Background: an optimization exercise with open tools, aiming at small area, a short achievable clock period and few clock cycles per item. Do not read the settings as production practice. In this exercise RTL edits were held to simulation tests only and were not proved equivalent to the original. Power and IR drop assume default switching activity.

## before
==> flow/design.v (excerpt) <==
module Neuron (
 input clk,
 input GlobalReset,             
 input Input_Valid,             
 input [11:0] Bias,             
 output Idle,
 input [335:0] Row_Wgt,         
 input [27:0] Row_Pix,          
 output Row_Ready,              
 output [18:0] NeuronOutput,
 output OutputReady);
reg busy;
reg take_r;
reg [5:0] cyc;       
reg o_OutputReady;
wire start = Input_Valid & ~busy;
wire take = start | take_r;
assign Idle = ~busy;
assign Row_Ready = take;
assign OutputReady = o_OutputReady;
reg [1:0] vld_r;    
always @(posedge clk or negedge GlobalReset) begin
  if (!GlobalReset) begin
    busy <= 1'b0;
    take_r <= 1'b0;
    cyc <= 6'd0;
    o_OutputReady <= 1'b0;
    vld_r <= 0;
  end else begin
    vld_r <= {vld_r[0:0], take};
    if (start) begin
      busy <= 1'b1;
      take_r <= 1'b1;
      cyc <= 6'd1;
      o_OutputReady <= 1'b0;
    end else if (busy) begin
      cyc <= cyc + 6'd1;
      if (cyc == 6'd27)
        take_r <= 1'b0;
      if (cyc == 6'd30) begin
        busy <= 1'b0;
        o_OutputReady <= 1'b1;
      end
    end
  end
end
wire [11:0] pp [0:27];
genvar g;
generate
for (g = 0; g < 28; g = g + 1) begin : PP
  assign pp[g] = ~(Row_Wgt[12*g +: 12] & {12{Row_Pix[g]}});
end
endgenerate
wire s0l0_fs0;
wire s0l0_fc0;
wire s0l0_fs1;
wire s0l0_fc1;
wire s0l0_fs2;
wire s0l0_fc2;
wire s0l0_fs3;
wire s0l0_fc3;
wire s0l0_fs4;
wire s0l0_fc4;
wire s0l0_fs5;
wire s0l0_fc5;
wire s0l0_fs6;
wire s0l0_fc6;
wire s0l0_fs7;
wire s0l0_fc7;
wire s0l0_fs8;
wire s0l0_fc8;
wire s0l0_fs9;
wire s0l0_fc9;
wire s0l0_fs10;
wire s0l0_fc10;
wire s0l0_fs11;
wire s0l0_fc11;
wire s0l0_fs12;
wire s0l0_fc12;
wire s0l0_fs13;
wire s0l0_fc13;
wire s0l0_fs14;
wire s0l0_fc14;
wire s0l0_fs15;
wire s0l0_fc15;
wire s0l0_fs16;
wire s0l0_fc16;
wire s0l0_fs17;
wire s0l0_fc17;
wire s0l0_fs18;
wire s0l0_fc18;
wire s0l0_fs19;
wire s0l0_fc19;
wire s0l0_fs20;
wire s0l0_fc20;
wire s0l0_fs21;
wire s0l0_fc21;
wire s0l0_fs22;
wire s0l0_fc22;
wire s0l0_fs23;
wire s0l0_fc23;
wire s0l0_fs24;
wire s0l0_fc24;
wire s0l0_fs25;
wire s0l0_fc25;
wire s0l0_fs26;
wire s0l0_fc26;
wire s0l0_fs27;
wire s0l0_fc27;
wire s0l0_fs28;
wire s0l0_fc28;
wire s0l0_fs29;
  ...
Size in the first run: ~400 I/O pins.
Settings: LEC_CHECK=0, CAP_MARGIN=20, CORE_MARGIN=2, CORE_UTILIZATION=55, CTS_BUF_LIST=sky130_fd_sc_hd__clkbuf_8, CTS_CLUSTER_DIAMETER=60, CTS_CLUSTER_SIZE=16, PLACE_DENSITY=0.75, SETUP_SLACK_MARGIN=1.75, SLEW_MARGIN=20, SYNTH_HIERARCHICAL=1, SYNTH_MINIMUM_KEEP_SIZE=0; clock period 4.0 ns.
standard.sh (not shown) runs the stock make flow with config.mk's settings and CLKGATE_MAP_FILE= SYNTH_SCRIPT=/design/flow/synth_recipe.tcl, a recipe that flattens the netlist after the stock synthesis.
==> flow/flow/run.sh <==
#!/bin/bash
# The standard layout (the standard.sh: standard synthesis, then ORFS to
# finish), with the ports buffered by sky130_fd_sc_hd__buf_1 cells instead of
# the delay buffers buffer_ports picks by default. Make's output goes to
# flow.log; each ORFS step keeps its own log under orfs/logs/.
set -euo pipefail
bash standard.sh "BUFFER_PORTS_ARGS=-buffer_cell sky130_fd_sc_hd__buf_1" finish > flow.log 2>&1
Testbench counts of before, summed over its fixed seeds: cycles 5,960, items 192.
The inputs of after differ from those of before as listed below.
# before
export LEC_CHECK = 0
export CAP_MARGIN = 20
export CORE_MARGIN = 2
export CORE_UTILIZATION = 55
export CTS_BUF_LIST = sky130_fd_sc_hd__clkbuf_8
export CTS_CLUSTER_DIAMETER = 60
export CTS_CLUSTER_SIZE = 16
export PLACE_DENSITY = 0.75
export SETUP_SLACK_MARGIN = 1.75
export SLEW_MARGIN = 20
export SYNTH_HIERARCHICAL = 1
export SYNTH_MINIMUM_KEEP_SIZE = 0
create_clock -name core_clock -period 4.0 [get_ports {clk}]
# after
export LEC_CHECK = 0
export CAP_MARGIN = 20
export CORE_MARGIN = 2
export CORE_UTILIZATION = 55
export CTS_BUF_LIST = sky130_fd_sc_hd__clkbuf_8
export CTS_CLUSTER_DIAMETER = 60
export CTS_CLUSTER_SIZE = 16
export PLACE_DENSITY = 0.75
export SETUP_SLACK_MARGIN = 1.45
export SLEW_MARGIN = 20
export SYNTH_HIERARCHICAL = 1
export SYNTH_MINIMUM_KEEP_SIZE = 0
create_clock -name core_clock -period 4.0 [get_ports {clk}]
### Flow results
- From before to after the numbers moved as follows: final worst hold slack decreased 0.014 ns; overall power of the completed layout fell about 3.7%.
- In the reports for after and before, the larger sequential cell fraction of total power belongs to after.
- Between before and after, the flow reports global-route wire length before repair decreasing by more than 10%.

-- re-timing with driven ports --
No port has a modelled driver above. Below, the same layouts with a new extraction and two added sets of constraints.
Step 1 sets driving cells, clkbuf_16 on the clock port and buf_2 on the other inputs (assumed; they add their load-dependent delay and slew).
Step 2 adds t to the input delays and takes it off the output delays; t is the mean of the earliest and latest rising clock arrival at the registers after step 1. Input paths then give back, and output paths get back, about the clock's delay inside the block.
Three values: no drivers, after step 1, after step 2; two values: the first two.
run	shift t [ns]	setup slack, ns	worst setup path at the end	slew at the worst register clock pin (ns)	cell pins on the clock port's net
before	0.557	1.672 / 1.636 / 1.079	input to register	0.10 / 0.10	1
after	0.555	1.481 / 1.498 / 0.943	input to register	0.10 / 0.10	1
After both steps every run listed still meets setup and hold. The setup slack of before, which loses most, moves by -0.036 ns with the drivers and by -0.593 ns with both steps.
